This design comes from an exercise in tuning for small area, a short achievable clock period and few clock cycles on the open sky130 flow, not from production work. RTL that was checked went through simulation tests only; none was proved equivalent to the original. No functional check of the RTL was part of runs 1 to 6.

File: flow/design.v
module RISC_SPM (clk, rst, mem_addr, mem_wdata, mem_we, mem_rdata);
  input        clk, rst;
  output [7:0] mem_addr;
  output [7:0] mem_wdata;
  output       mem_we;
  input  [7:0] mem_rdata;
  localparam [3:0] S_FETCH = 4'd0, S_EXEC = 4'd1, S_RD2 = 4'd2, S_WR2 = 4'd3, S_BR2 = 4'd4,
                   S_M1 = 4'd5, S_M2 = 4'd6, S_M3 = 4'd7, S_MW = 4'd8, S_HALT = 4'd9;
  reg [7:0] R0, R1, R2, R3;    
  reg [3:0] op;                
  reg [3:0] so, sd;            
  reg       opnd;              
  reg [7:0] AR;                
  reg [7:0] T;                 
  reg       Z, V;
  reg [1:0] pr;                
  reg       qm1;               
  reg [3:0] st;
  wire [7:0] a = ({8{so[0]}} & R0) | ({8{so[1]}} & R1) | ({8{so[2]}} & R2) | ({8{so[3]}} & R3);
  wire [7:0] b = ({8{sd[0]}} & R0) | ({8{sd[1]}} & R1) | ({8{sd[2]}} & R2) | ({8{sd[3]}} & R3);
  wire exec = (st == S_EXEC);
  wire       is_sub = (op == 4'd2);
  wire       is_and = (op == 4'd3);
  wire       is_not = (op == 4'd4);
  wire [7:0] ax     = a ^ {8{is_sub}};
  wire [4:0] alo    = {1'b0, b[3:0]} + {1'b0, ax[3:0]} + {4'd0, is_sub};
  wire [3:0] ahi0   = b[7:4] + ax[7:4];
  wire [3:0] ahi1   = b[7:4] + ax[7:4] + 4'd1;
  wire [7:0] sum    = {alo[4] ? ahi1 : ahi0, alo[3:0]};
  wire [7:0] r      = is_and ? (a & b) : is_not ? ~a : sum;
  wire       alu_v  = (a[7] & b[7] & ~r[7]) | (~a[7] & ~b[7] & r[7]);
  wire [7:0] zc     = {b[6:0] | ax[6:0], is_sub};
  wire       zsum   = ((b ^ ax) == zc);
  wire       alu_z  = is_and ? ((a & b) == 8'd0) : is_not ? (a == 8'hFF) : zsum;
  wire       same = |(so & sd);
  wire       one  = pr[0] ^ qm1;
  wire       two  = (pr[1] & ~pr[0] & ~qm1) | (~pr[1] & pr[0] & qm1);
  wire       neg  = pr[1];
  wire [9:0] mb   = two ? {b[7], b, 1'b0} : (one ? {b[7], b[7], b} : 10'd0);
  wire [9:0] my   = mb ^ {10{neg}};
  wire [9:0] mx   = {{2{T[7]}}, T};
  wire [5:0] mlo  = {1'b0, mx[4:0]} + {1'b0, my[4:0]} + {5'd0, neg};
  wire [4:0] mhi0 = mx[9:5] + my[9:5];
  wire [4:0] mhi1 = mx[9:5] + my[9:5] + 5'd1;
  wire [9:0] S    = {mlo[5] ? mhi1 : mhi0, mlo[4:0]};
  reg  [1:0] pnext;
  always @* begin
    if (!same) pnext = a[3:2];
    else case (st)
      S_M1:    pnext = a[5:4];
      S_M2:    pnext = a[7:6];
      default: pnext = a[3:2];
    endcase
  end
  wire is_alu  = (op == 4'd1) | (op == 4'd2) | is_and | is_not;
  wire is_mul  = (op == 4'd10);
  wire halt    = op[3] & (op[2] | (op[1] & op[0]));
  wire mul_it  = (exec & is_mul) | (st == S_M1) | (st == S_M2) | (st == S_M3);
  assign mem_addr  = AR;
  assign mem_wdata = a;
  assign mem_we    = (st == S_WR2);
  wire fetch = (st == S_FETCH) | (st == S_MW) | (exec & ~is_mul & ~opnd & ~halt);
  wire alu_w  = exec & is_alu;
  wire z_next = alu_w ? alu_z : Z;
  wire v_next = (alu_w & ~is_not) ? alu_v : V;
  wire [3:0] nop    = mem_rdata[7:4];
  wire       nmul   = (nop == 4'd10);
  wire       nbrz   = (nop == 4'd8);
  wire       nbro   = (nop == 4'd9);
  wire       nopnd  = (nop == 4'd5) | (nop == 4'd6) | (nop == 4'd7) |
                      (nbrz & z_next) | (nbro & v_next);
  wire       nskip  = (nbrz | nbro) & ~nopnd;
  wire [7:0] ar1    = AR + 8'd1;
  wire [7:0] ar2    = AR + 8'd2;
  reg       wen;
  reg [7:0] W;
  always @* begin
    wen = 1'b0;
    W   = r;
    if (alu_w)              begin wen = 1'b1; W = r; end
    else if (st == S_RD2)   begin wen = 1'b1; W = mem_rdata; end
    else if (mul_it)        begin wen = ~same; W = {S[1:0], a[7:2]}; end
    else if (st == S_MW)    begin wen = 1'b1; W = T; end
  end
  wire [3:0] wsel = {4{wen}} & (mul_it ? so : sd);
  wire [1:0] ns = mem_rdata[3:2];
  reg  [1:0] rn;
  always @* begin
    case (ns) 2'd0: rn = R0[1:0]; 2'd1: rn = R1[1:0]; 2'd2: rn = R2[1:0]; default: rn = R3[1:0]; endcase
    if (wsel[ns]) rn = W[1:0];
  end
  always @(posedge clk or negedge rst) begin
    if (!rst) begin
      R0 <= 8'd0; R1 <= 8'd0; R2 <= 8'd0; R3 <= 8'd0;
      AR <= 8'd0; Z <= 1'b0; V <= 1'b0; st <= S_FETCH;
    end else begin
      if (wsel[0]) R0 <= W;
      if (wsel[1]) R1 <= W;
      if (wsel[2]) R2 <= W;
      if (wsel[3]) R3 <= W;
      if (alu_w) begin
        Z <= alu_z;
        if (!is_not) V <= alu_v;
      end else if (st == S_M3) begin
        Z <= 1'b1;
        V <= pr[1] & (so[0] ? S[1] : R0[7]);
      end
      if (fetch) AR <= nskip ? ar2 : ar1;
      else if ((exec & opnd) | (st == S_BR2)) AR <= mem_rdata;
      else if ((st == S_RD2) | (st == S_WR2)) AR <= T;
      case (st)
        S_FETCH: st <= S_EXEC;
        S_EXEC:
          if (halt)         st <= S_HALT;
          else if (is_mul)  st <= S_M1;
          else if (opnd)    st <= (op == 4'd5) ? S_RD2 : (op == 4'd6) ? S_WR2 : S_BR2;
        S_RD2:   st <= S_FETCH;
        S_WR2:   st <= S_FETCH;
        S_BR2:   st <= S_FETCH;
        S_M1:    st <= S_M2;
        S_M2:    st <= S_M3;
        S_M3:    st <= S_MW;
        S_MW:    st <= S_EXEC;
        S_HALT:  st <= S_HALT;
        default: st <= S_FETCH;
      endcase
    end
  end
  always @(posedge clk) begin
    if (fetch) begin
      op   <= nop;
      so   <= 4'b0001 << mem_rdata[3:2];
      sd   <= 4'b0001 << mem_rdata[1:0];
      opnd <= nopnd;
      T    <= nmul ? 8'd0 : ar2;
      pr   <= rn;
      qm1  <= 1'b0;
    end else if (mul_it) begin
      T    <= S[9:2];
      pr   <= pnext;
      qm1  <= pr[1];
    end
  end
endmodule
File: flow/run.sh
#!/bin/bash
# synth_recipe.tcl (not shown) runs the flow's synth.tcl, then flattens the netlist and writes it again
# the make line also repeats each setting of config.mk as NAME=value (left out here)
make -C /OpenROAD-flow-scripts/flow DESIGN_CONFIG=/design/flow/config.mk WORK_HOME=/design/flow/orfs CLKGATE_MAP_FILE= SYNTH_SCRIPT=/design/flow/synth_recipe.tcl finish
File: flow/config.mk
export PLATFORM = sky130hd
export DESIGN_NAME = RISC_SPM
export DESIGN_NICKNAME = RISC_SPM
export VERILOG_FILES = /design/flow/design.v
export SDC_FILE = /design/flow/constraint.sdc
export NUM_CORES = 4
export LEC_CHECK = 0
export ABC_AREA = 1
export CAP_MARGIN = 20
export CORE_MARGIN = 2
export CORE_UTILIZATION = 40
export SLEW_MARGIN = 20
File: flow/constraint.sdc
create_clock -name core_clock -period 6.0 [get_ports {clk}]
set_input_delay 1.2000 -clock core_clock [delete_from_list [all_inputs] [get_ports {clk}]]
set_output_delay 1.2000 -clock core_clock [all_outputs]
set_load 0.01 [all_outputs]
==> flow_summary.ini, run 1 <==
[logic_synthesis]
ys_ff_latch = 70
async_reset_ff_frac = 0.657
netlist-cell-type-count = 56
synth_warnings = 1
yosysTopAreaCell = dfrtp_1
ys_seq_area_frac = 0.318
synth_flop_cell = dfrtp_1
synth_edf_count = 23
syn_area_um2 = 5860
netlist.area_leader.share = 0.196
synth.avg_cell_area_um2 = 7.00
synth.area.top_cells = dfrtp_1 20%, nand2_1 15%, edfxtp_1 12%, o21ai_0 7.8%, inv_1 6.9%
synth_nets = 877
synth_cells = 838

[final_layout]
final_core_util = 0.453
instances_no_fill = 1047
nets = 897
areaGrowthSynthToFinish_pct = 11.5
drive_above_1_share = 0.0800
diodes = 0
layout_common_cells = 235 x nand2_1, 108 x inv_1, 91 x o21ai_0
final_common_cell = nand2_1

[clocking]
post_cts_buffers = 0
cts_buffers = 9
clock_path_buffers = 2
cts_resized = 0
htreeDepth = 3
clockRootBuffer = clkbuf_16
worstSkewPairLatency_ns = 0.34
postCtsHoldBufs = 0
numClockSinks = 70
cts_tree = built
clk_transition_reported_paths_ns = 0.06

[worst_setup_path]
worstPathArrival_ns = 4.07
crit_type = reg2reg
reg2reg_depth = 24
cp_top_family = simple AND/OR/NAND/NOR gates
critical_path.max_stage_delay_ns = 0.55
r2r-end = AR[3]
path_common_cell = nand2_1
cpMaxStageDelayCell = edfxtp_1
rrSetupSlack_ns = 2.15
critPathCaptureType = flop
worstPathRequired_ns = 6.22
critPathMaxFanout = 11
crit_chain = nand2_1 -> nand4_1 -> xor2_1 -> ha_1 -> inv_1 -> fa_1 -> inv_1 -> nand2_1 -> nor2_1 -> nand2_1 -> nand2_1 -> nand2_1 -> nand3_1 -> nand3_1 -> nand3_1 -> nand2_1 -> clkinv_1 -> nand2_1 -> nand2_2 -> nand3_2 -> nand2_1 -> nand3_1 -> nand2_1 -> o21ai_1
cp_num_buf_inv = 3
r2r_start = so[0]
start_kind = flop

[global_route]
grt_pass1_vias = 5354
grt-ovfl-total = 0
antenna_found_initial = 0
track_usage = 0.227
grt_pass1_wl_mm = 28.3
grt_start_max_net_pins = 47

[floorplan]
rows = 44
dieArea_um2 = 15600
pin_count = 27
die_h_um = 125
fp.coreArea_um2 = 14400
start_util = 0.406
die_w_um = 125

[timing]
slew_headroom = 0.440
drv_slew = 0
worst_slew_pin_slew_ns = 0.831
setup_viol = 0
worst_hold_slack_ns = 0.494
grt_setup_unrepaired = false
fin_crit_ns = 3.85
fmax_mhz = 260
finalCritPeriodShare = 0.641
setup_tns_ns = 0
clock_skew_ns = 0.00961
hold_violations = 0

[route]
viasPerCell = 5.34
drt_iter0_drc = 488
routed_wl_mm = 17.4
first_pass_iters = 5
num_vias = 5595
wire_per_inst_um = 16.6
antenna_left = 0
drc = 0

[worst_hold_path]
whs_path_depth = 2
hold_end = R2[6]
worstHoldPathType = reg2reg
hold_path_startpoint = R2[6]

[flow_run]
drv_cap = 0

[placed_design]
place_hpwl_mm = 13.4
io_buffer_count = 26
placedCellCount = 1031
gp_congestion = 0.927

[status]
outcome = no timing/DRC/antenna violations
registers in the layout, indices dropped and copies added, names as in the netlist:
register,cells
pr,2
R0,8
opnd,1
sd,4
V,1
T,8
st,4
Z,1
R3,8
op,4
AR,8
R1,8
qm1,1
so,4
R2,8
worst min-delay path: cells and delay by family, from the launching register on:
family	cells	cell delay (ns)
simple gates	1	0.05
compound gates	1	0.06
flops	1	0.35
synth_stat cells (2+ instances only):
library cell and count:
nor2_1 61, buf_6 6, xnor2_1 4, clkinv_1 2, ha_1 25, nor2_2 5, inv_2 9, nor3_1 5
fa_1 4, nand2_1 235, o21ai_0 91, inv_1 108, nor2_4 2, o211ai_1 3, edfxtp_1 23, o22ai_1 19
a21oi_1 29, or2_1 2, xor2_1 28, or2_2 2, nor3_2 2, o21ai_2 2, a31oi_1 3, o221ai_1 3
nor4_2 2, a21boi_0 2, a21oi_2 4, nand4_1 17, nand2_2 12, nand3_1 34, o21ai_1 10, clkbuf_1 8
dfrtp_1 46, buf_2 6, a22oi_1 3
layout make-up:
cell class / count / area, um^2
Fill cell: 1480 / 7890
Multi-Input combinational cell: 628 / 3420
Sequential cell: 70 / 1860
Inverter: 119 / 447
Timing Repair Buffer: 30 / 285
Clock buffer: 10 / 250
Tap cell: 184 / 230
Clock inverter: 6 / 42.5
per-layer routing:
layer	wire length, um	share of wire	global-route usage
met1	8260	0.47	0.323
met2	7570	0.43	0.348
met3	1080	0.062	0.0377
met4	511	0.029	0.0817
met5	0	0	0
through the flow:
stage | setup WS (ns) | instance area (um^2)
6_report | 2.15 | 6540
5_1_grt | 1.71 | 6540
4_1_cts | 2.17 | 6540
3_5_place_dp | 2.16 | 6240
3_3_place_gp | 2.28 | 6240
2_1_floorplan | 2.77 | 5860
worst max path at each step:
| stage | from | end | slack [ns] | cells past startpoint |
|---|---|---|---|---|
| CTS | so[0] | AR[0] | 2.17 | 24 |
| global placement | so[0] | AR[0] | 2.28 | 24 |
| finish | so[0] | AR[3] | 2.15 | 24 |
| global route | so[0] | AR[0] | 1.71 | 24 |
| floorplan | so[0] | AR[3] | 2.77 | 26 |
| detailed placement | so[0] | AR[3] | 2.16 | 24 |
logic make-up (layout without fill, tap and decap cells):
group,Yosys count,count (layout),share of synthesized area
buffers and inverters,140,165,0.0993
AOI/OAI and AO/OA,180,180,0.179
adders and majority gates,29,29,0.0670
muxes,1,1,0.00192
and+or+nand+nor,386,386,0.288
xor gates and xnor gates,32,32,0.0478
DFF,70,70,0.318
==> run 2, diff against run 1 <==
--- a/flow/config.mk
+++ b/flow/config.mk
@@ -7,3 +7,2 @@
 export LEC_CHECK = 0
-export ABC_AREA = 1
 export CAP_MARGIN = 20
==> flow_summary.ini, run 2 <==
[logic_synthesis]
synth_most_common_cell = nand2_1
synth_edf_count = 23
synth.avg_cell_area_um2 = 9.29
syn_area_um2 = 5870
synth_flop_cell = dfrtp_1
ys_ff_latch = 70
synth_top_family_by_area = compound AO/OA/AOI/OAI gates
synthAdderAreaFrac = 0.0669
yosysTopAreaCell = dfrtp_1
synth_cells = 632
muxShareOfSynthArea = 0.103
post_synth_most_frequent_cells = 64 x nand2_1, 46 x dfrtp_1, 41 x a22oi_1, 39 x a21oi_1, 36 x nor2_1
yosys.area_share.simple = 0.160
synth_xor_area_frac = 0.0658
synth_compound_area_frac = 0.228
synth_nets = 671
async_reset_ff_frac = 0.657
synth_warnings = 1
netlist.area_leader.share = 0.196
ys_seq_area_frac = 0.317
synth.area.top_cells = dfrtp_1 20%, edfxtp_1 12%, mux2_2 6.7%, ha_1 5.3%, a22oi_1 5.2%
netlist-cell-type-count = 79

[clocking]
clockRootBuffer = clkbuf_16
postCtsHoldBufs = 0
clock_path_buffers = 2
htreeDepth = 3
clk_transition_reported_paths_ns = 0.06
cts_tree = built
numClockSinks = 70
cts_buffers = 9
worstSkewPairLatency_ns = 0.35
cts_resized = 0
post_cts_buffers = 0

[global_route]
track_usage = 0.225
grt_pass1_wl_mm = 27.8
grt-ovfl-total = 0
grt_start_max_net_pins = 47
grt.busiest_layer = met2
grt_pass1_vias = 5071
gr-usage-met3 = 0.0505
antenna_found_initial = 0
use_met1 = 0.296
grt_use_met2 = 0.367

[timing]
drv_slew = 0
fmax_mhz = 222
setup_viol = 0
slew_headroom = 0.367
fin_crit_ns = 4.50
finalCritPeriodShare = 0.749
clock_skew_ns = 0.00843
worst_slew_pin_slew_ns = 0.942
setup_tns_ns = 0
worst_hold_slack_ns = 0.541
hold_violations = 0
grt_setup_unrepaired = false

[worst_setup_path]
worstPathArrival_ns = 4.75
worstPathRequired_ns = 6.25
critPathCaptureType = flop
r2r-end = AR[7]
r2r_start = op[2]
critPathMaxFanout = 16
crit_chain = nor4b_2 -> buf_4 -> xor2_1 -> ha_1 -> inv_1 -> fa_1 -> xor2_1 -> a2111oi_2 -> xnor3_1 -> o2111a_1 -> o31ai_2 -> a21oi_4 -> a21oi_2 -> a2111oi_0 -> a311oi_1
path_common_cell = xor2_1
cpMaxStageDelayCell = edfxtp_1
reg2reg_depth = 15
start_kind = flop
critical_path.max_stage_delay_ns = 0.61
crit_type = reg2reg
rrSetupSlack_ns = 1.50

[final_layout]
layout_common_cells = 64 x nand2_1, 46 x dfrtp_1, 41 x a22oi_1
final_common_cell = nand2_1
drive_above_1_share = 0.132
nFillCells = 1420
nets = 671
diodes = 0
areaGrowthSynthToFinish_pct = 10.7

[worst_hold_path]
hold_end = R0[4]
whs_path_depth = 1
worstHoldPathType = reg2reg
hold_path_startpoint = R0[4]

[route]
drt_iter0_drc = 567
viasPerCell = 6.27
num_vias = 5144
wire_per_inst_um = 21.2
drc = 0
routed_wl_mm = 17.4
first_pass_iters = 5
antenna_left = 0

[placed_design]
gp_congestion = 0.903
io_buffer_count = 26
place_hpwl_mm = 12.9

[floorplan]
die_w_um = 125
fp.coreArea_um2 = 14400
start_util = 0.407
die_h_um = 125
pin_count = 27
dieArea_um2 = 15700
rows = 44

[flow_run]
drv_cap = 0

[status]
outcome = no timing/DRC/antenna violations
-- run 2: changes by cell type after synthesis, sizes merged, moves of 12 or more --
cell	delta
mux2	+34
mux2i	+14
a22oi	+38
a211oi	+12
o21ai	-81
inv	-90
xnor2	+14
clkbuf	+13
nor2	-32
nand3	-22
nand2	-184
nand4	-14
-- run 2: worst max-delay path: cells and delay by family (launching register included) --
family                     cells  cell delay, ns
buffers and inverters          2            0.30
and+or+nand+nor                1            0.32
adders and majority gates      2            0.57
AOI/OAI and AO/OA              7            1.84
xor gates and xnor gates       3            0.76
DFF                            1            0.61
-- run 2: routing by layer --
| layer | up-vias | wire length (um) |
|---|---|---|
| li1 | 2353 | - |
| met3 | 41 | 1270 |
| met1 | 2520 | 7460 |
| met5 | - | 0 |
| met2 | 230 | 8300 |
| met4 | 0 | 415 |
-- run 2: cell families (layout without fill, tap and decap cells) --
group | after synthesis | after routing
compound gates | 189 | 189
xor+xnor | 41 | 41
fa+ha+maj | 29 | 29
buf+inv | 71 | 76
flops | 70 | 70
mux | 52 | 52
simple gates | 180 | 180
-- run 2: worst max-delay path by stage --
stage	from	end	slack, ns	cells after the start
6_report	op[2]	AR[7]	1.50	15
5_1_grt	op[3]	AR[7]	1.11	15
4_1_cts	op[3]	AR[7]	1.54	15
3_5_place_dp	op[3]	AR[7]	1.53	15
3_3_place_gp	op[3]	AR[7]	1.64	15
2_1_floorplan	so[0]	AR[7]	2.04	16
-- run 2: through the flow --
step                       util  setup slack [ns]  cell area [um^2]  std cells
after global placement    0.427              1.64              6160        805
after global routing      0.451              1.11              6500        821
after detailed placement  0.427              1.53              6160        805
final                     0.451              1.50              6500        821
after floorplan               -              2.04              5870        632
after CTS                 0.451              1.54              6500        821
-- run 2: final cells by class --
| type | count | area, um^2 | area share |
|---|---|---|---|
| multi-input cells | 491 | 3670 | 0.564 |
| flip-flops and latches | 70 | 1860 | 0.286 |
| repair buffers | 31 | 295 | 0.0454 |
| clock buffers | 13 | 293 | 0.0450 |
| well taps | 184 | 230 | 0.0354 |
| inverters | 29 | 109 | 0.0167 |
| clock inverters | 3 | 45.0 | 0.00693 |
==> run 3, diff against run 2 <==
--- a/flow/design.v
+++ b/flow/design.v
@@ -12,2 +12,3 @@
   reg       opnd;              
+  reg       chk;               
   reg [7:0] AR;                
@@ -64,3 +65,2 @@
   wire z_next = alu_w ? alu_z : Z;
-  wire v_next = (alu_w & ~is_not) ? alu_v : V;
   wire [3:0] nop    = mem_rdata[7:4];
@@ -69,5 +69,8 @@
   wire       nbro   = (nop == 4'd9);
+  wire       vlate  = alu_w & ~is_not;
   wire       nopnd  = (nop == 4'd5) | (nop == 4'd6) | (nop == 4'd7) |
-                      (nbrz & z_next) | (nbro & v_next);
+                      (nbrz & z_next) | (nbro & (V | vlate));
+  wire       nchk   = nbro & vlate;
   wire       nskip  = (nbrz | nbro) & ~nopnd;
+  wire       untake = chk & ~V;            
   wire [7:0] ar1    = AR + 8'd1;
@@ -108,2 +111,3 @@
       if (fetch) AR <= nskip ? ar2 : ar1;
+      else if (exec & opnd & untake) AR <= ar1;
       else if ((exec & opnd) | (st == S_BR2)) AR <= mem_rdata;
@@ -115,2 +119,3 @@
           else if (is_mul)  st <= S_M1;
+          else if (opnd & untake) st <= S_FETCH;
           else if (opnd)    st <= (op == 4'd5) ? S_RD2 : (op == 4'd6) ? S_WR2 : S_BR2;
@@ -134,2 +139,3 @@
       opnd <= nopnd;
+      chk  <= nchk;
       T    <= nmul ? 8'd0 : ar2;
--- a/flow/config.mk
+++ b/flow/config.mk
@@ -7,2 +7,3 @@
 export LEC_CHECK = 0
+export ABC_AREA = 1
 export CAP_MARGIN = 20
==> flow_summary.ini, run 3 <==
[worst_hold_path]
worstHoldPathType = reg2reg

[worst_setup_path]
critical_path.max_stage_delay_ns = 0.57
cpMaxStageDelayCell = edfxtp_1
crit_type = reg2reg
start_kind = flop
worstPathRequired_ns = 6.19
crit_chain = nand2_1 -> nand4_1 -> xor2_1 -> ha_1 -> fa_1 -> ha_1 -> nand2_1 -> o21ai_0 -> o21ai_0 -> o21ai_0 -> o21ai_0 -> o221ai_1 -> o21ai_0 -> o21ai_0
critPathCaptureType = flop
critPathMaxFanout = 11
worstPathArrival_ns = 4.01
cp_num_buf_inv = 0
cp_top_family = compound AO/OA/AOI/OAI gates
path_common_cell = o21ai_0
rrSetupSlack_ns = 2.18

[floorplan]
pin_count = 27
fp.coreArea_um2 = 14500
die_w_um = 126
dieArea_um2 = 15800
start_util = 0.409
die_h_um = 126
rows = 44

[logic_synthesis]
synth_top_family_by_area = simple AND/OR/NAND/NOR gates
synth_compound_area_frac = 0.167
async_reset_ff_frac = 0.648
synth_most_common_cell = nand2_1
yosys.area_share.simple = 0.306
synth_flop_cell = dfrtp_1
synth.avg_cell_area_um2 = 6.90
synth_nets = 900
netlist.area_leader.share = 0.194
post_synth_most_frequent_cells = 236 x nand2_1, 114 x inv_1, 82 x o21ai_0, 74 x nor2_1, 56 x nand3_1
ys_seq_area_frac = 0.318
netlist-cell-type-count = 47
synth_xor_area_frac = 0.0472
ys_ff_latch = 71
synth_warnings = 1
muxShareOfSynthArea = 0
synthAdderAreaFrac = 0.0661
yosysTopAreaCell = dfrtp_1
synth_edf_count = 24
synth_cells = 861
syn_area_um2 = 5940
synth.area.top_cells = dfrtp_1 19%, nand2_1 15%, edfxtp_1 12%, inv_1 7.2%, o21ai_0 6.9%

[timing]
finalCritPeriodShare = 0.637
worst_slew_pin_slew_ns = 0.881
hold_violations = 0
fmax_mhz = 262
setup_viol = 0
slew_headroom = 0.412
clock_skew_ns = 0.00866
fin_crit_ns = 3.82
worst_hold_slack_ns = 0.494
grt_setup_unrepaired = false
setup_tns_ns = 0
drv_slew = 0

[final_layout]
nets = 922
areaGrowthSynthToFinish_pct = 11.5
regArea_um2 = 1890
instances_no_fill = 1072
diodes = 0
final_core_util = 0.456
final_common_cell = nand2_1
drive_above_1_share = 0.0619
layout_common_cells = 236 x nand2_1, 114 x inv_1, 82 x o21ai_0
final_area_um2 = 6620
multi_input_area_um2 = 3490
nFillCells = 1555

[route]
top_layer = met4
drc = 0
route.met3.wl_mm = 1.16
drt-met1-wl_mm = 8.96
viasPerCell = 5.39
antenna_left = 0
num_vias = 5774
drt_iter0_drc = 574
wl_met2_mm = 8.14
first_pass_iters = 5
routed_wl_mm = 18.5
wire_per_inst_um = 17.3

[placed_design]
place_hpwl_mm = 14.1
placed_area_um2 = 6350
gp_congestion = 0.900
placedCellCount = 1056
io_buffer_count = 26

[global_route]
grt_start_max_net_pins = 47
grt-ovfl-total = 0
grt_pass1_vias = 5439
grt_pass1_wl_mm = 30.2
track_usage = 0.240
antenna_found_initial = 0

[clocking]
post_cts_buffers = 0
cts_buffers = 9
clk_transition_reported_paths_ns = 0.06
cts_tree = built
htreeDepth = 3
clock_path_buffers = 2
worstSkewPairLatency_ns = 0.34
cts_resized = 0
numClockSinks = 71
postCtsHoldBufs = 0
clockRootBuffer = clkbuf_16

[flow_run]
drv_cap = 0

[status]
outcome = no timing/DRC/antenna violations
-- run 3: cell count changes in the layout (fill, tap and decap cells not counted), moves of 35 or more --
cell,delta
a22oi_1,-41
inv_1,+88
mux2_2,-35
nand2_1,+172
nand3_1,+43
nor2_1,+38
o21ai_0,+62
-- run 3: worst paths after layout --
path                            start     to  cells past startpoint
worst min register to register  R1[2]  R1[2]                      2
worst max-delay path            so[0]  R3[5]                     14
max in group asynchronous         rst      Z                      2
min in group asynchronous         rst  R3[0]                      2
worst min-delay path            R1[2]  R1[2]                      2
worst max register to register  so[0]  R3[5]                     14
-- run 3: stage by stage --
step / setup slack (ns)
final: 2.18
after global routing: 1.94
after CTS: 2.30
after detailed placement: 2.30
after global placement: 2.36
after floorplan: 3.06
-- run 3: metal layers --
metal	vias up	track usage
li1	2881	-
met5	-	0
met4	0	0.0543
met1	2666	0.363
met3	22	0.0370
met2	205	0.363
-- run 3: layout make-up --
| cell class | instances | share of cell area |
|---|---|---|
| clock inverters | 3 | 0.00246 |
| flip-flops and latches | 71 | 0.286 |
| well taps | 184 | 0.0348 |
| clock buffers | 13 | 0.0395 |
| inverters | 124 | 0.0703 |
| repair buffers | 28 | 0.0408 |
| multi-input cells | 649 | 0.527 |
-- run 3: kinds of logic after synthesis --
| group | count (synthesis) |
|---|---|
| xor+xnor | 32 |
| compound gates | 174 |
| simple gates | 414 |
| flops | 71 |
| buf+inv | 141 |
| fa+ha+maj | 29 |
-- run 3: worst min-delay path: cells and delay by family (launching register included) --
kind	cells	cell delay [ns]
flip-flops	1	0.35
AO/OA/AOI/OAI	1	0.06
AND/OR/NAND/NOR	1	0.05
==> run 4, diff against run 3 <==
--- a/flow/config.mk
+++ b/flow/config.mk
@@ -11,2 +11,3 @@
 export CORE_UTILIZATION = 40
+export SETUP_SLACK_MARGIN = 2.3
 export SLEW_MARGIN = 20
==> flow_summary.ini, run 4 <==
[floorplan]
pin_count = 27
start_util = 0.409
dieArea_um2 = 15800
die_w_um = 126
fp.coreArea_um2 = 14500
die_h_um = 126
rows = 44

[worst_setup_path]
worstPathArrival_ns = 3.66
crit_type = reg2reg
cp.depth = 13
cp_num_buf_inv = 0
cp_top_family = compound AO/OA/AOI/OAI gates
start_kind = flop
worstPathRequired_ns = 6.21
critPathCaptureType = flop
critPathMaxFanout = 11
crit_chain = nand2_1 -> nand4_1 -> xor2_2 -> fa_1 -> ha_1 -> nand2_1 -> o21ai_0 -> o21ai_0 -> o21ai_0 -> o21ai_0 -> o221ai_1 -> o21ai_2 -> o21ai_0
critical_path.max_stage_delay_ns = 0.57
reg2reg_depth = 13
cpMaxStageDelayCell = edfxtp_1
path_common_cell = o21ai_0

[logic_synthesis]
synth_edf_count = 24
synth_nets = 900
post_synth_most_frequent_cells = 236 x nand2_1, 114 x inv_1, 82 x o21ai_0, 74 x nor2_1, 56 x nand3_1
synth.avg_cell_area_um2 = 6.90
synth_flop_cell = dfrtp_1
ys_seq_area_frac = 0.318
yosysTopAreaCell = dfrtp_1
ys_ff_latch = 71
synth_cells = 861
syn_area_um2 = 5940
synth_warnings = 1
synth_most_common_cell = nand2_1
async_reset_ff_frac = 0.648
netlist.area_leader.share = 0.194
synth.area.top_cells = dfrtp_1 19%, nand2_1 15%, edfxtp_1 12%, inv_1 7.2%, o21ai_0 6.9%
netlist-cell-type-count = 47

[route]
first_pass_iters = 5
viasPerCell = 5.40
routed_wl_mm = 18.6
drt_iter0_drc = 565
wire_per_inst_um = 17.3
num_vias = 5819
antenna_left = 0
drc = 0

[final_layout]
areaGrowthSynthToFinish_pct = 12.5
diodes = 0
final_common_cell = nand2_1
drive_above_1_share = 0.0727
final_area_um2 = 6690
nets = 928
layout_common_cells = 235 x nand2_1, 114 x inv_1, 81 x o21ai_0
final_core_util = 0.460
instances_no_fill = 1078

[global_route]
grt_pass1_wl_mm = 30.2
grt_pass1_vias = 5439
grt-ovfl-total = 0
track_usage = 0.240
grt_start_max_net_pins = 47
antenna_found_initial = 0

[placed_design]
place_hpwl_mm = 14.1
placedCellCount = 1056
io_buffer_count = 26
placed_area_um2 = 6350
pre_cts_slack_ns = 2.30
gp_congestion = 0.900

[status]
outcome = no timing/DRC/antenna violations

[timing]
setup_viol = 0
slew_headroom = 0.418
drv_slew = 0
hold_violations = 0
clock_skew_ns = 0.00805
finalCritPeriodShare = 0.576
grt_setup_unrepaired = true
fmax_mhz = 289
fin_crit_ns = 3.45
worst_slew_pin_slew_ns = 0.872
worst_hold_slack_ns = 0.494
setup_tns_ns = 0
layout_setup_ws_ns = 2.55

[clocking]
cts_tree = built
numClockSinks = 71
htreeDepth = 3
cts_buffers = 9
clock_path_buffers = 2
worstSkewPairLatency_ns = 0.34
clk_transition_reported_paths_ns = 0.06
clockRootBuffer = clkbuf_16

[flow_run]
drv_cap = 0

[worst_hold_path]
worstHoldPathType = reg2reg
whs_path_depth = 2
[run 4: cell types whose count changed in the layout (fill, tap and decap cells not counted)]
cell	delta
buf_4	+6
nand2_1	-1
nand2_2	+1
nor2_1	-1
nor2_2	+1
o21ai_0	-1
o21ai_2	+1
xor2_1	-1
xor2_2	+1
[run 4: repair_timing]
| action | in CTS | in global routing |
|---|---|---|
| hold buffers | 0 | 0 |
| buffers inserted | 0 | 6 |
| resized for setup | 0 | 5 |
| endpoints found under the setup margin | 0 | 15 |
[run 4: final cells by class]
class	count	area, um^2
well taps	184	230
clock inverters	3	16.3
multi-input cells	649	3500
repair buffers	34	315
clock buffers	13	262
inverters	124	465
flip-flops and latches	71	1890
fillers	1551	7850
[run 4: logic make-up after synthesis]
kind of cell	Yosys count	synth area share
AOI/OAI and AO/OA	174	0.167
xor gates and xnor gates	32	0.0472
adders and majority gates	29	0.0661
buffers and inverters	141	0.0947
DFF	71	0.318
and+or+nand+nor	414	0.306
[run 4: worst register-to-register path, stage by stage (launching register included)]
cell,delay (ns)
edfxtp_1,0.57
nand2_1,0.12
nand4_1,0.37
xor2_2,0.30
fa_1,0.50
ha_1,0.29
nand2_1,0.06
o21ai_0,0.11
o21ai_0,0.18
o21ai_0,0.11
o21ai_0,0.24
o221ai_1,0.18
o21ai_2,0.16
o21ai_0,0.13
[run 4: path summary, 6_finish.rpt]
| check | start | to | slack (ns) |
|---|---|---|---|
| worst max-delay path | so[0] | R1[5] | 2.55 |
| worst min-delay path | R1[2] | R1[2] | 0.49 |
| worst max register to register | so[0] | R1[5] | 2.55 |
| worst min register to register | R1[2] | R1[2] | 0.49 |
| max in group asynchronous | rst | st[0] | 4.59 |
| min in group asynchronous | rst | R3[0] | 0.98 |
[run 4: layer usage]
layer  vias to the layer above  track usage  part of all wire
met5                         -            0                 0
met1                      2688        0.363              0.48
met2                       208        0.363              0.44
li1                       2899            -                 -
met3                        24       0.0370             0.063
met4                         0       0.0543             0.017
==> run 5, diff against run 4 <==
--- a/flow/config.mk
+++ b/flow/config.mk
@@ -11,3 +11,3 @@
 export CORE_UTILIZATION = 40
-export SETUP_SLACK_MARGIN = 2.3
+export SETUP_SLACK_MARGIN = 2.7
 export SLEW_MARGIN = 20
==> flow_summary.ini, run 5 <==
[status]
outcome = no timing/DRC/antenna violations

[logic_synthesis]
synthAdderAreaFrac = 0.0661
syn_area_um2 = 5940
yosysTopAreaCell = dfrtp_1
synth_xor_area_frac = 0.0472
ys_seq_area_frac = 0.318
muxShareOfSynthArea = 0
yosys.area_share.simple = 0.306
synth.avg_cell_area_um2 = 6.90
synth_top_family_by_area = simple AND/OR/NAND/NOR gates
synth_warnings = 1
synth_most_common_cell = nand2_1
netlist-cell-type-count = 47
post_synth_most_frequent_cells = 236 x nand2_1, 114 x inv_1, 82 x o21ai_0, 74 x nor2_1, 56 x nand3_1
netlist.area_leader.share = 0.194
synth_cells = 861
ys_ff_latch = 71
synth.area.top_cells = dfrtp_1 19%, nand2_1 15%, edfxtp_1 12%, inv_1 7.2%, o21ai_0 6.9%
synth_edf_count = 24
synth_compound_area_frac = 0.167
synth_nets = 900
synth_flop_cell = dfrtp_1
async_reset_ff_frac = 0.648

[route]
first_pass_iters = 5
wire_per_inst_um = 17.3
antenna_left = 0
drc = 0
drt_iter0_drc = 678
num_vias = 6054
routed_wl_mm = 19.2
viasPerCell = 5.45

[final_layout]
final_area_um2 = 7140
nFillCells = 1511
areaGrowthSynthToFinish_pct = 20.1
final_common_cell = nand2_1
regArea_um2 = 1890
diodes = 0
multi_input_area_um2 = 3720
layout_common_cells = 231 x nand2_1, 107 x inv_1, 68 x nor2_1
nets = 960
drive_above_1_share = 0.150

[clocking]
cts_buffers = 9
clockRootBuffer = clkbuf_16
numClockSinks = 71
clock_path_buffers = 2
worstSkewPairLatency_ns = 0.34
clk_transition_reported_paths_ns = 0.06
postCtsHoldBufs = 0
htreeDepth = 3
cts_tree = built

[placed_design]
gp_congestion = 0.900
placed_area_um2 = 6350
place_hpwl_mm = 14.1
pre_cts_slack_ns = 2.30
io_buffer_count = 26

[worst_hold_path]
worstHoldPathType = reg2reg

[timing]
setup_viol = 0
drv_slew = 0
finalCritPeriodShare = 0.542
slew_headroom = 0.494
fmax_mhz = 308
clock_skew_ns = 0.00776
hold_violations = 0
worst_hold_slack_ns = 0.499
layout_setup_ws_ns = 2.75
worst_slew_pin_slew_ns = 0.755
fin_crit_ns = 3.25
grt_setup_unrepaired = true
setup_tns_ns = 0

[global_route]
grt_pass1_wl_mm = 30.4
grt_start_max_net_pins = 47
antenna_found_initial = 0
track_usage = 0.243
grt-ovfl-total = 0
grt_pass1_vias = 5509

[floorplan]
die_w_um = 126
start_util = 0.409
pin_count = 27
die_h_um = 126
dieArea_um2 = 15800
fp.coreArea_um2 = 14500
rows = 44

[worst_setup_path]
critPathCaptureType = output port
critPathMaxFanout = 8
worstPathArrival_ns = 2.05
crit_type = reg2out
worstPathRequired_ns = 4.80
start_kind = flop

[flow_run]
drv_cap = 0
[run 5: final timing paths]
path	startpoint	end	slack, ns	depth (start not counted)
max	so[3]	mem_wdata[7]	2.75	6
min	R1[2]	R1[2]	0.50	2
max reg2reg	so[3]	R1[6]	2.77	15
min reg2reg	R1[2]	R1[2]	0.50	2
max in group asynchronous	rst	st[0]	4.58	2
min in group asynchronous	rst	R3[0]	0.98	2
[run 5: stage by stage]
step,util,cells
floorplan,-,861
global placement,0.437,1056
detailed placement,0.437,1056
CTS,0.465,1086
global route,0.491,1110
finish,0.491,1110
[run 5: what timing repair did]
| item | CTS | global route |
|---|---|---|
| pin swaps | 4 | 27 |
| cloned | 0 | 2 |
| setup buffers | 14 | 22 |
| endpoints found under the setup margin | 20 | 33 |
| gates resized for setup | 6 | 67 |
[run 5: final cells by class]
cell class | instances | share of cell area
Sequential cell | 71 | 0.265
Multi-Input combinational cell | 651 | 0.521
Clock buffer | 13 | 0.0366
Tap cell | 184 | 0.0323
Timing Repair Buffer | 64 | 0.0768
Inverter | 124 | 0.0658
Clock inverter | 3 | 0.00228
[run 5: cell families after synthesis]
family	Yosys count
AOI/OAI and AO/OA	174
xor gates and xnor gates	32
adders and majority gates	29
buffers and inverters	141
DFF	71
and+or+nand+nor	414
[run 5: layer usage]
| layer | share of wire | vias to the layer above | GRT usage |
|---|---|---|---|
| met3 | 0.073 | 29 | 0.0378 |
| met4 | 0.017 | 0 | 0.0569 |
| met5 | 0 | - | 0 |
| li1 | - | 2966 | - |
| met2 | 0.45 | 233 | 0.370 |
| met1 | 0.46 | 2826 | 0.364 |
[run 5: worst max-delay path, cell delays in order (launching register included)]
cell and delay [ns]:
edfxtp_1 0.51, buf_4 0.18, nand2_1 0.05, nand2_1 0.11, inv_1 0.05, nand2_1 0.21
clkdlybuf4s50_1 0.59
==> run 6, diff against run 5 <==
--- a/flow/config.mk
+++ b/flow/config.mk
@@ -10,4 +10,4 @@
 export CORE_MARGIN = 2
-export CORE_UTILIZATION = 40
-export SETUP_SLACK_MARGIN = 2.7
+export CORE_UTILIZATION = 65
+export SETUP_SLACK_MARGIN = 2.3
 export SLEW_MARGIN = 20
==> flow_summary.ini, run 6 <==
[global_route]
antenna_found_initial = 0
grt.busiest_layer = met2
grt_use_met2 = 0.602
grt_pass1_vias = 6063
grt-ovfl-total = 0
grt_start_max_net_pins = 47
grt_pass1_wl_mm = 30.2
gr-usage-met3 = 0.0984
track_usage = 0.387
use_met1 = 0.529

[timing]
setup_tns_ns = 0
hold_violations = 0
fin_crit_ns = 3.53
slew_headroom = 0.426
clock_skew_ns = 0.0150
drv_slew = 0
fmax_mhz = 283
worst_slew_pin_slew_ns = 0.860
grt_setup_unrepaired = false
setup_viol = 0
finalCritPeriodShare = 0.589
worst_hold_slack_ns = 0.533

[floorplan]
die_w_um = 99.6
fp.coreArea_um2 = 8810
dieArea_um2 = 9920
start_util = 0.675
rows = 34
die_h_um = 99.6
pin_count = 27

[logic_synthesis]
yosysTopAreaCell = dfrtp_1
ys_ff_latch = 71
synth_cells = 861
synth.avg_cell_area_um2 = 6.90
async_reset_ff_frac = 0.648
synth_nets = 900
syn_area_um2 = 5940
netlist-cell-type-count = 47
synth.area.top_cells = dfrtp_1 19%, nand2_1 15%, edfxtp_1 12%, inv_1 7.2%, o21ai_0 6.9%
post_synth_most_frequent_cells = 236 x nand2_1, 114 x inv_1, 82 x o21ai_0, 74 x nor2_1, 56 x nand3_1
ys_seq_area_frac = 0.318
synth_warnings = 1
synth_edf_count = 24
netlist.area_leader.share = 0.194
synth_flop_cell = dfrtp_1
synth_most_common_cell = nand2_1

[placed_design]
io_buffer_count = 26
place_hpwl_mm = 13.9
placedCellCount = 979
gp_congestion = 0.962

[final_layout]
regArea_um2 = 1890
drive_above_1_share = 0.0738
final_common_cell = nand2_1
areaGrowthSynthToFinish_pct = 9.41
diodes = 0
nFillCells = 723
nets = 928
multi_input_area_um2 = 3500
instances_no_fill = 1002
layout_common_cells = 236 x nand2_1, 114 x inv_1, 82 x o21ai_0

[worst_setup_path]
r2r_start = so[3]
rrSetupSlack_ns = 2.47
crit_chain = nand2_1 -> nand4_1 -> xor2_1 -> fa_1 -> nand3_1 -> nand2_1 -> xor2_1 -> o21ai_0 -> o21ai_0 -> o21ai_0 -> o221ai_1 -> nand3_1 -> o21ai_0
start_kind = flop
critPathMaxFanout = 10
critical_path.max_stage_delay_ns = 0.62
crit_type = reg2reg
critPathCaptureType = flop
reg2reg_depth = 13
worstPathRequired_ns = 6.22
worstPathArrival_ns = 3.76
cpMaxStageDelayCell = edfxtp_1
r2r-end = R1[4]
cp_num_buf_inv = 0
cp_top_family = compound AO/OA/AOI/OAI gates
path_common_cell = o21ai_0

[route]
antenna_left = 0
drc = 0
drt_iter0_drc = 875
wire_per_inst_um = 18.7
first_pass_iters = 6
viasPerCell = 6.31
routed_wl_mm = 18.7
num_vias = 6320

[worst_hold_path]
whs_path_depth = 2
hold_path_startpoint = V
worstHoldPathType = reg2reg
hold_end = V

[clocking]
numClockSinks = 71
clock_path_buffers = 2
clk_transition_reported_paths_ns = 0.08
worstSkewPairLatency_ns = 0.36
htreeDepth = 3
cts_tree = built
clockRootBuffer = clkbuf_8
cts_buffers = 9

[status]
outcome = no timing/DRC/antenna violations

[flow_run]
drv_cap = 0
[run 6: worst register-to-register path: cells and delay by family, from the launching register on]
| family | cells | cell delay, ns |
|---|---|---|
| AO/OA/AOI/OAI | 5 | 0.95 |
| XOR/XNOR | 2 | 0.48 |
| adder cells (fa/ha/maj) | 1 | 0.50 |
| flip-flops | 1 | 0.62 |
| AND/OR/NAND/NOR | 5 | 0.87 |
[run 6: cell families after synthesis]
logic type / Yosys count / share of synthesized area
buffers and inverters: 141 / 0.0947
DFF: 71 / 0.318
AOI/OAI and AO/OA: 174 / 0.167
and+or+nand+nor: 414 / 0.306
xor gates and xnor gates: 32 / 0.0472
adders and majority gates: 29 / 0.0661
[run 6: area by class of cell]
type,instances,share of cell area
Timing Repair Buffer,34,0.0489
Clock inverter,4,0.00423
Sequential cell,71,0.291
Multi-Input combinational cell,649,0.538
Tap cell,108,0.0208
Clock buffer,12,0.0254
Inverter,124,0.0716
[run 6: worst max path at each step]
stage | end | slack (ns) | cells past startpoint | from
after floorplan | R0[5] | 3.06 | 15 | so[0]
after global placement | R2[5] | 2.49 | 14 | so[2]
after detailed placement | R2[5] | 2.48 | 14 | so[3]
after CTS | R1[5] | 2.46 | 14 | so[2]
after global routing | R2[5] | 2.31 | 14 | so[2]
final | R1[4] | 2.47 | 13 | so[3]
[run 6: timing repair]
action,in CTS,in global routing
gates resized for setup,0,2
hold endpoints to repair,0,0
endpoints found under the setup margin,0,11
hold buffers,0,0
buffers inserted,0,7
[run 6: per-stage QoR]
stage | setup WS, ns | util | cell area, um^2
2_1_floorplan | 3.06 | - | 5940
3_3_place_gp | 2.49 | 0.709 | 6240
3_5_place_dp | 2.48 | 0.709 | 6240
4_1_cts | 2.46 | 0.731 | 6440
5_1_grt | 2.31 | 0.738 | 6500
6_report | 2.47 | 0.738 | 6500
[run 6: routing by layer]
metal / up-vias / part of all wire / wire [um]
met5: - / 0 / 0
met4: 0 / 0.032 / 590
met1: 2940 / 0.40 / 7430
met2: 414 / 0.45 / 8460
met3: 71 / 0.12 / 2230
li1: 2895 / - / -
==> run 7, diff against run 6 <==
--- a/flow/design.v
+++ b/flow/design.v
@@ -26,6 +26,19 @@
   wire [7:0] ax     = a ^ {8{is_sub}};
-  wire [4:0] alo    = {1'b0, b[3:0]} + {1'b0, ax[3:0]} + {4'd0, is_sub};
-  wire [3:0] ahi0   = b[7:4] + ax[7:4];
-  wire [3:0] ahi1   = b[7:4] + ax[7:4] + 4'd1;
-  wire [7:0] sum    = {alo[4] ? ahi1 : ahi0, alo[3:0]};
+  wire [7:0] ag     = b & ax;
+  wire [7:0] ap     = b ^ ax;
+  reg  [7:0] kg, kp, kg2, kp2;
+  integer    ki, ks;
+  always @* begin
+    kg = ag; kp = ap;
+    kg[0] = ag[0] | (ap[0] & is_sub);
+    for (ks = 1; ks < 8; ks = ks * 2) begin
+      kg2 = kg; kp2 = kp;
+      for (ki = ks; ki < 8; ki = ki + 1) begin
+        kg2[ki] = kg[ki] | (kp[ki] & kg[ki-ks]);
+        kp2[ki] = kp[ki] & kp[ki-ks];
+      end
+      kg = kg2; kp = kp2;
+    end
+  end
+  wire [7:0] sum    = ap ^ {kg[6:0], is_sub};
   wire [7:0] r      = is_and ? (a & b) : is_not ? ~a : sum;
@@ -42,6 +55,19 @@
   wire [9:0] mx   = {{2{T[7]}}, T};
-  wire [5:0] mlo  = {1'b0, mx[4:0]} + {1'b0, my[4:0]} + {5'd0, neg};
-  wire [4:0] mhi0 = mx[9:5] + my[9:5];
-  wire [4:0] mhi1 = mx[9:5] + my[9:5] + 5'd1;
-  wire [9:0] S    = {mlo[5] ? mhi1 : mhi0, mlo[4:0]};
+  wire [9:0] mg   = mx & my;
+  wire [9:0] mp   = mx ^ my;
+  reg  [9:0] qg, qp, qg2, qp2;
+  integer    qi, qs;
+  always @* begin
+    qg = mg; qp = mp;
+    qg[0] = mg[0] | (mp[0] & neg);
+    for (qs = 1; qs < 10; qs = qs * 2) begin
+      qg2 = qg; qp2 = qp;
+      for (qi = qs; qi < 10; qi = qi + 1) begin
+        qg2[qi] = qg[qi] | (qp[qi] & qg[qi-qs]);
+        qp2[qi] = qp[qi] & qp[qi-qs];
+      end
+      qg = qg2; qp = qp2;
+    end
+  end
+  wire [9:0] S    = mp ^ {qg[8:0], neg};
   reg  [1:0] pnext;
--- a/flow/config.mk
+++ b/flow/config.mk
@@ -10,4 +10,4 @@
 export CORE_MARGIN = 2
-export CORE_UTILIZATION = 65
-export SETUP_SLACK_MARGIN = 2.3
+export CORE_UTILIZATION = 40
+export SETUP_SLACK_MARGIN = 2.7
 export SLEW_MARGIN = 20
==> flow_summary.ini, run 7 <==
[timing]
fmax_mhz = 315
drv_slew = 0
slew_headroom = 0.473
worst_slew_pin_slew_ns = 0.789
hold_violations = 0
layout_setup_ws_ns = 2.82
finalCritPeriodShare = 0.530
setup_tns_ns = 0
fin_crit_ns = 3.18
clock_skew_ns = 0.00402
setup_viol = 0
grt_setup_unrepaired = true

[worst_setup_path]
r2r_start = sd[2]
crit_type = reg2out
worstPathRequired_ns = 4.80
reg2reg_depth = 17
start_kind = flop
critPathCaptureType = output port
critPathMaxFanout = 7
setup.worst_path.start = so[0]
worstPathArrival_ns = 1.98

[route]
first_pass_iters = 5
antenna_left = 0
drc = 0
drt_iter0_drc = 551
viasPerCell = 5.45
routed_wl_mm = 19.1
wire_per_inst_um = 17.3
num_vias = 6010

[floorplan]
start_util = 0.408
dieArea_um2 = 15800
pin_count = 27
fp.coreArea_um2 = 14500
die_w_um = 126
rows = 44
die_h_um = 126

[clocking]
clockRootBuffer = clkbuf_16
worstSkewPairLatency_ns = 0.35
clk_transition_reported_paths_ns = 0.06
htreeDepth = 3
cts_tree = built
numClockSinks = 71
postCtsHoldBufs = 0
cts_buffers = 9
clock_path_buffers = 2

[global_route]
grt_pass1_wl_mm = 30.1
grt_start_max_net_pins = 47
antenna_found_initial = 0
track_usage = 0.243
grt_pass1_vias = 5472
grt-ovfl-total = 0

[placed_design]
pre_cts_slack_ns = 2.37
placedCellCount = 1048
io_buffer_count = 26
gp_congestion = 0.918
place_hpwl_mm = 14.0
placed_area_um2 = 6300

[final_layout]
nets = 949
nFillCells = 1485
diodes = 0
layout_common_cells = 269 x nand2_1, 82 x inv_1, 67 x o21ai_0
drive_above_1_share = 0.143
instances_no_fill = 1103
final_area_um2 = 6970
final_core_util = 0.481
areaGrowthSynthToFinish_pct = 17.9
final_common_cell = nand2_1

[logic_synthesis]
synth.area.top_cells = dfrtp_1 19%, nand2_1 17%, edfxtp_1 12%, o21ai_0 6.4%, inv_1 5.4%
syn_area_um2 = 5910
synth.avg_cell_area_um2 = 6.95
synth_cells = 851
synth_edf_count = 24
synth_nets = 886
async_reset_ff_frac = 0.648
synth_warnings = 1
ys_ff_latch = 71
post_synth_most_frequent_cells = 271 x nand2_1, 85 x inv_1, 75 x o21ai_0, 63 x nor2_1, 46 x dfrtp_1
yosysTopAreaCell = dfrtp_1
synth_most_common_cell = nand2_1
synth_flop_cell = dfrtp_1
netlist-cell-type-count = 52
netlist.area_leader.share = 0.195
ys_seq_area_frac = 0.320

[worst_hold_path]
hold_path_startpoint = R0[5]
whs_path_depth = 2
worstHoldPathType = reg2reg

[flow_run]
drv_cap = 0

[status]
outcome = no timing/DRC/antenna violations
[run 7: cell count changes after synthesis, moves of 8 or more]
cell     before  now
nand2_1     236  271
inv_1       114   85
nand3_1      56   34
nor2_1       74   63
o22ai_1      17    9
[run 7: timing repair]
item,in CTS,in global routing
gates resized for setup,5,29
buffers inserted,6,33
pin swaps,3,9
endpoints found under the setup margin,13,40
[run 7: through the flow]
step                hold slack (ns)
global route                  0.526
floorplan                     0.449
detailed placement            0.469
global placement              0.467
finish                        0.481
CTS                           0.485
[run 7: cells by family (layout without fill, tap and decap cells)]
family,after synthesis,after routing,synth area share
xor gates and xnor gates,30,30,0.0445
buffers and inverters,118,186,0.0864
AOI/OAI and AO/OA,177,177,0.171
adders and majority gates,25,25,0.0555
and+or+nand+nor,430,430,0.323
DFF,71,71,0.320
[run 7: path summary, 6_finish.rpt]
kind	end	slack, ns
worst max register to register	T[6]	2.88
min in group asynchronous	R1[1]	0.97
max in group asynchronous	st[1]	4.60
worst min register to register	R0[5]	0.48
worst min-delay path	R0[5]	0.48
worst max-delay path	mem_wdata[6]	2.82
[run 7: cell type report]
class / count / area [um^2] / area share
clock buffer: 10 / 229 / 0.0329
clock inverter: 6 / 70.1 / 0.0101
inverter: 103 / 397 / 0.0569
multi-input combinational: 662 / 3600 / 0.516
sequential: 71 / 1890 / 0.271
tap: 184 / 230 / 0.0330
timing repair buffer: 67 / 556 / 0.0797
[run 7: critical path: stages, from the launching register on]
cell and delay (ns):
edfxtp_1 0.35, buf_4 0.17, inv_2 0.06, o21ai_1 0.23
nor2_4 0.10, inv_1 0.16, clkdlybuf4s50_1 0.56
[run 7: routing by layer]
layer | part of all wire | track usage
met5 | 0 | 0
met4 | 0.017 | 0.0824
met3 | 0.081 | 0.0407
met2 | 0.44 | 0.354
met1 | 0.46 | 0.364
Testbench counts of run 7, summed over its fixed seeds: cycles 26,597.
==> run 8, diff against run 7 <==
--- a/flow/design.v
+++ b/flow/design.v
@@ -122,9 +122,4 @@
     if (!rst) begin
-      R0 <= 8'd0; R1 <= 8'd0; R2 <= 8'd0; R3 <= 8'd0;
       AR <= 8'd0; Z <= 1'b0; V <= 1'b0; st <= S_FETCH;
     end else begin
-      if (wsel[0]) R0 <= W;
-      if (wsel[1]) R1 <= W;
-      if (wsel[2]) R2 <= W;
-      if (wsel[3]) R3 <= W;
       if (alu_w) begin
@@ -159,2 +154,10 @@
   end
+  wire [7:0] Wr  = W & {8{rst}};
+  wire [3:0] rwe = wsel | {4{~rst}};
+  always @(posedge clk) begin
+    if (rwe[0]) R0 <= Wr;
+    if (rwe[1]) R1 <= Wr;
+    if (rwe[2]) R2 <= Wr;
+    if (rwe[3]) R3 <= Wr;
+  end
   always @(posedge clk) begin
--- a/flow/config.mk
+++ b/flow/config.mk
@@ -11,3 +11,3 @@
 export CORE_UTILIZATION = 40
-export SETUP_SLACK_MARGIN = 2.7
+export SETUP_SLACK_MARGIN = 3.0
 export SLEW_MARGIN = 20
==> flow_summary.ini, run 8 <==
[clocking]
htreeDepth = 3
numClockSinks = 71
clockRootBuffer = clkbuf_16
cts_buffers = 9
cts_tree = built
clock_path_buffers = 2
clk_transition_reported_paths_ns = 0.06
worstSkewPairLatency_ns = 0.34

[logic_synthesis]
post_synth_most_frequent_cells = 209 x nand2_1, 102 x inv_1, 79 x nor2_1, 64 x o21ai_0, 56 x edfxtp_1
synth.avg_cell_area_um2 = 7.20
synth_flop_cell = edfxtp_1
ys_ff_latch = 71
synth_most_common_cell = nand2_1
netlist-cell-type-count = 48
synth_edf_count = 56
synth.area.top_cells = edfxtp_1 29%, nand2_1 14%, inv_1 6.6%, dfrtp_1 6.1%, o21ai_0 5.5%
yosysTopAreaCell = edfxtp_1
synth_warnings = 1
synth_cells = 804
async_reset_ff_frac = 0.197
synth_nets = 839
ys_seq_area_frac = 0.355
netlist.area_leader.share = 0.291
syn_area_um2 = 5790

[final_layout]
final_common_cell = nand2_1
diodes = 0
drive_above_1_share = 0.186
areaGrowthSynthToFinish_pct = 23.6
nets = 907
layout_common_cells = 205 x nand2_1, 99 x inv_1, 73 x nor2_1

[worst_setup_path]
cpMaxStageDelayCell = edfxtp_1
worstPathRequired_ns = 6.15
start_kind = flop
path_common_cell = nand2_1
reg2reg_depth = 17
crit_type = reg2reg
r2r-end = R2[7]
cp_num_buf_inv = 2
critical_path.max_stage_delay_ns = 0.52
crit_chain = buf_6 -> nand2_2 -> nand4_1 -> xor2_2 -> buf_4 -> ha_4 -> a21oi_2 -> nor2_1 -> a211oi_1 -> nand2_1 -> nand2_2 -> nand2_1 -> nand2_1 -> nand3_1 -> nand2_1 -> o21ai_1 -> a21oi_2
worstPathArrival_ns = 3.18
critPathCaptureType = flop
setup.worst_path.start = so[2]
r2r_start = so[2]
cp_top_family = simple AND/OR/NAND/NOR gates
rrSetupSlack_ns = 2.97
critPathMaxFanout = 7

[route]
num_vias = 5799
routed_wl_mm = 19.0
viasPerCell = 5.50
drt_iter0_drc = 581
antenna_left = 0
first_pass_iters = 5
wire_per_inst_um = 18.0
drc = 0

[timing]
worst_slew_pin_slew_ns = 0.841
finalCritPeriodShare = 0.505
fin_crit_ns = 3.03
grt_setup_unrepaired = true
setup_tns_ns = 0
slew_headroom = 0.436
clock_skew_ns = 0.00768
hold_violations = 0
fmax_mhz = 330
drv_slew = 0
setup_viol = 0

[worst_hold_path]
worstHoldPathType = reg2reg
hold_path_startpoint = V
whs_path_depth = 2
hold_end = V

[floorplan]
start_util = 0.414
die_h_um = 124
pin_count = 27
rows = 43
dieArea_um2 = 15400
die_w_um = 124
fp.coreArea_um2 = 14000

[global_route]
track_usage = 0.239
grt-ovfl-total = 0
grt_pass1_vias = 5447
antenna_found_initial = 0
grt_pass1_wl_mm = 29.3
grt_start_max_net_pins = 33

[status]
outcome = no timing/DRC/antenna violations

[placed_design]
place_hpwl_mm = 13.7
io_buffer_count = 26
gp_congestion = 0.920

[flow_run]
drv_cap = 0
==> run 8: metrics by stage <==
stage,area [um^2],util,std cells,hold slack [ns],setup slack (ns)
floorplan,5790,-,804,0.475,3.10
global placement,6200,0.443,999,0.513,2.54
detailed placement,6200,0.443,999,0.513,2.55
CTS,6780,0.485,1036,0.530,3.00
global route,7150,0.511,1055,0.583,2.81
finish,7150,0.511,1055,0.526,2.97
==> run 8: per-layer routing <==
| layer | wire length [um] | vias up | part of all wire | track usage |
|---|---|---|---|---|
| li1 | - | 2809 | - | - |
| met1 | 8790 | 2742 | 0.46 | 0.338 |
| met2 | 8570 | 220 | 0.45 | 0.370 |
| met3 | 1240 | 28 | 0.065 | 0.0391 |
| met4 | 367 | 0 | 0.019 | 0.0839 |
| met5 | 0 | - | 0 | 0 |
==> run 8: worst max-delay path by stage <==
stage | end | cells after the start | slack, ns
final | R2[7] | 17 | 2.97
after detailed placement | R3[4] | 4 | 2.55
after global placement | AR[7] | 9 | 2.54
after floorplan | T[6] | 18 | 3.10
after CTS | T[6] | 20 | 3.00
after global routing | R0[7] | 17 | 2.81
==> run 8: area by class of cell <==
| class | instances | area [um^2] |
|---|---|---|
| clock buffers | 9 | 225 |
| multi-input cells | 600 | 3540 |
| inverters | 123 | 462 |
| fillers | 1364 | 6840 |
| repair buffers | 67 | 561 |
| clock inverters | 5 | 85.1 |
| well taps | 180 | 225 |
| flip-flops and latches | 71 | 2050 |
==> run 8: repair_timing <==
action	in CTS	in global routing
gates cloned	0	2
endpoints found under the setup margin	43	47
hold buffers	0	0
pin swaps	8	18
buffers inserted	23	17
gates resized for setup	29	58
==> run 8: tightest hold or removal path, cell delays in order (launching register included) <==
cell	delay (ns)
dfrtp_1	0.35
nand3_1	0.08
nand2_1	0.07
==> run 8: cells by family after synthesis <==
group	count (synthesis)	share of synthesized area
DFF	71	0.355
adders and majority gates	25	0.0566
xor gates and xnor gates	28	0.0424
AOI/OAI and AO/OA	167	0.168
buffers and inverters	135	0.0934
and+or+nand+nor	378	0.285
Testbench counts of run 8, summed over its fixed seeds: cycles 26,597.
==> run 9, diff against run 8 <==
--- a/flow/config.mk
+++ b/flow/config.mk
@@ -11,3 +11,4 @@
 export CORE_UTILIZATION = 40
-export SETUP_SLACK_MARGIN = 3.0
+export PLACE_DENSITY = 0.8
+export SETUP_SLACK_MARGIN = 2.7
 export SLEW_MARGIN = 20
==> flow_summary.ini, run 9 <==
[status]
outcome = no timing/DRC/antenna violations

[route]
num_vias = 5815
viasPerCell = 5.61
routed_wl_mm = 17.3
drt_iter0_drc = 750
wire_per_inst_um = 16.7
antenna_left = 0
first_pass_iters = 8

[worst_setup_path]
cp_num_buf_inv = 4
start_kind = flop
crit_chain = inv_2 -> o21ai_0 -> inv_1 -> nand2_2 -> inv_1 -> o22ai_1 -> xor2_1 -> fa_1 -> nand2_1 -> inv_1 -> o21ai_0 -> nand2_1 -> nand2_1 -> nand2_1 -> nand2_1 -> a21boi_0 -> o21ai_1 -> nand3_1 -> nand2_1 -> o22ai_1
cpMaxStageDelayCell = edfxtp_1
worstPathRequired_ns = 6.09
cp_top_family = compound AO/OA/AOI/OAI gates
path_common_cell = nand2_1

[floorplan]
dieArea_um2 = 15400
die_w_um = 124
fp.coreArea_um2 = 14000
start_util = 0.414
die_h_um = 124

[timing]
hold_violations = 0
grt_setup_unrepaired = true
clock_skew_ns = 0.00813
fin_crit_ns = 3.25
fmax_mhz = 308
finalCritPeriodShare = 0.542
drv_slew = 0

[final_layout]
layout_common_cells = 209 x nand2_1, 102 x inv_1, 78 x nor2_1
final_common_cell = nand2_1
nets = 887
multi_input_area_um2 = 3230
drive_above_1_share = 0.121
nFillCells = 1333

[flow_run]
drv_cap = 0

[placed_design]
place_hpwl_mm = 12.7
io_buffer_count = 26
gp_congestion = 1.04

[clocking]
numClockSinks = 71
postCtsHoldBufs = 0
cts_tree = built
clk_transition_reported_paths_ns = 0.06
clockRootBuffer = clkbuf_16
clock_path_buffers = 2
cts_buffers = 9
htreeDepth = 3

[global_route]
grt_start_max_net_pins = 33
grt-ovfl-total = 0
antenna_found_initial = 0
grt_pass1_vias = 5302

[logic_synthesis]
ys_ff_latch = 71
syn_area_um2 = 5790
synth_edf_count = 56
yosys.area_share.simple = 0.285
synth_cells = 804
async_reset_ff_frac = 0.197
synth_warnings = 1
netlist-cell-type-count = 48
synth_compound_area_frac = 0.168
synth_nets = 839
ys_seq_area_frac = 0.355
synth_top_family_by_area = simple AND/OR/NAND/NOR gates
synth_most_common_cell = nand2_1
run 9: cell count changes in the layout (fill, tap and decap cells not counted), sizes merged, moves of 2 or more:
cell and delta:
buf -18, dlygate4sd2 -5, clkinv -2, clkinvlp +2, clkdlybuf4s50 +7, inv +3
run 9: stage by stage:
| stage | instance area (um^2) | setup WS (ns) | util | instances | hold WS (ns) |
|---|---|---|---|---|---|
| finish | 6700 | 2.75 | 0.479 | 1037 | 0.521 |
| global route | 6700 | 2.57 | 0.479 | 1037 | 0.562 |
| CTS | 6590 | 2.74 | 0.471 | 1026 | 0.516 |
| detailed placement | 6220 | 2.59 | 0.445 | 1002 | 0.502 |
| global placement | 6220 | 2.58 | 0.445 | 1002 | 0.493 |
| floorplan | 5790 | 3.10 | - | 804 | 0.475 |
run 9: kinds of logic (layout without fill, tap and decap cells):
family,Yosys count,count (layout)
flip-flops,71,71
AO/OA/AOI/OAI,167,167
adder cells (fa/ha/maj),25,25
buffers and inverters,135,188
AND/OR/NAND/NOR,378,378
XOR/XNOR,28,28
run 9: worst paths after layout:
path                          to  startpoint  cells after the start  slack, ns
setup reg to reg            T[6]       sd[1]                     20       2.75
hold reg to reg                V           V                      2       0.52
max in group asynchronous  st[2]         rst                      2       4.56
min in group asynchronous  AR[4]         rst                      2       1.20
setup / recovery            T[6]       sd[1]                     20       2.75
hold / removal                 V           V                      2       0.52
run 9: tightest hold or removal path: stages (launching register included):
cell and delay [ns]:
dfrtp_1 0.34, nand3_1 0.08, nand2_1 0.07
run 9: cell type report:
class                           count  share of cell area
Clock buffer                        9              0.0336
Clock inverter                      7              0.0118
Inverter                          123              0.0689
Multi-Input combinational cell    598               0.482
Sequential cell                    71               0.306
Tap cell                          180              0.0336
Timing Repair Buffer               49              0.0646
run 9: layer usage:
metal | global-route usage | up-vias | routed length (um)
met5 | 0 | - | 0
met4 | 0.112 | 0 | 805
met3 | 0.0288 | 70 | 1480
met2 | 0.341 | 352 | 7750
met1 | 0.302 | 2619 | 7230
li1 | - | 2774 | -
run 9: timing repair:
action / 4_1_cts / 5_1_grt
buffers inserted: 8 / 11
gates resized for setup: 1 / 7
pin swaps: 0 / 2
setup endpoints to repair: 1 / 24

port drivers added, routing unchanged:
The flow's constraints put no driver on any port. The routed layouts listed below were extracted and timed again, unchanged, in two steps.
Step 1 (the two cells are an assumption about what drives the block):
set clk [get_ports {clk}]
set_driving_cell -lib_cell sky130_fd_sc_hd__clkbuf_16 $clk
set_driving_cell -lib_cell sky130_fd_sc_hd__buf_2 [delete_from_list [all_inputs] $clk]
Step 2 adds t to the input delays and takes it off the output delays; t is the mean of the earliest and latest rising clock arrival at the registers after step 1. Input paths then give back, and output paths get back, about the clock's delay inside the block.
a / b / c = ideal / step 1 / step 2; a / b = the first two.
| run | t (ns) | slack for setup (ns) | worst data-port slew with drivers (ns) |
|---|---|---|---|
| run 1 | 0.378 | 2.153 / 2.153 / 2.153 | 0.03 |
| run 2 | 0.385 | 1.505 / 1.505 / 1.505 | 0.04 |
| run 3 | 0.374 | 2.180 / 2.180 / 2.180 | 0.03 |
| run 4 | 0.373 | 2.545 / 2.545 / 2.545 | 0.03 |
| run 5 | 0.374 | 2.749 / 2.714 / 2.497 | 0.03 |
| run 6 | 0.385 | 2.466 / 2.466 / 2.394 | 0.04 |
| run 7 | 0.384 | 2.822 / 2.781 / 2.660 | 0.03 |
| run 8 | 0.380 | 2.970 / 2.970 / 2.764 | 0.03 |
| run 9 | 0.377 | 2.750 / 2.732 / 2.464 | 0.03 |
After both steps setup and hold are still met in every run listed. For run 9, which loses most, drivers alone change the setup slack by -0.018 ns; drivers and shift together by -0.286 ns.
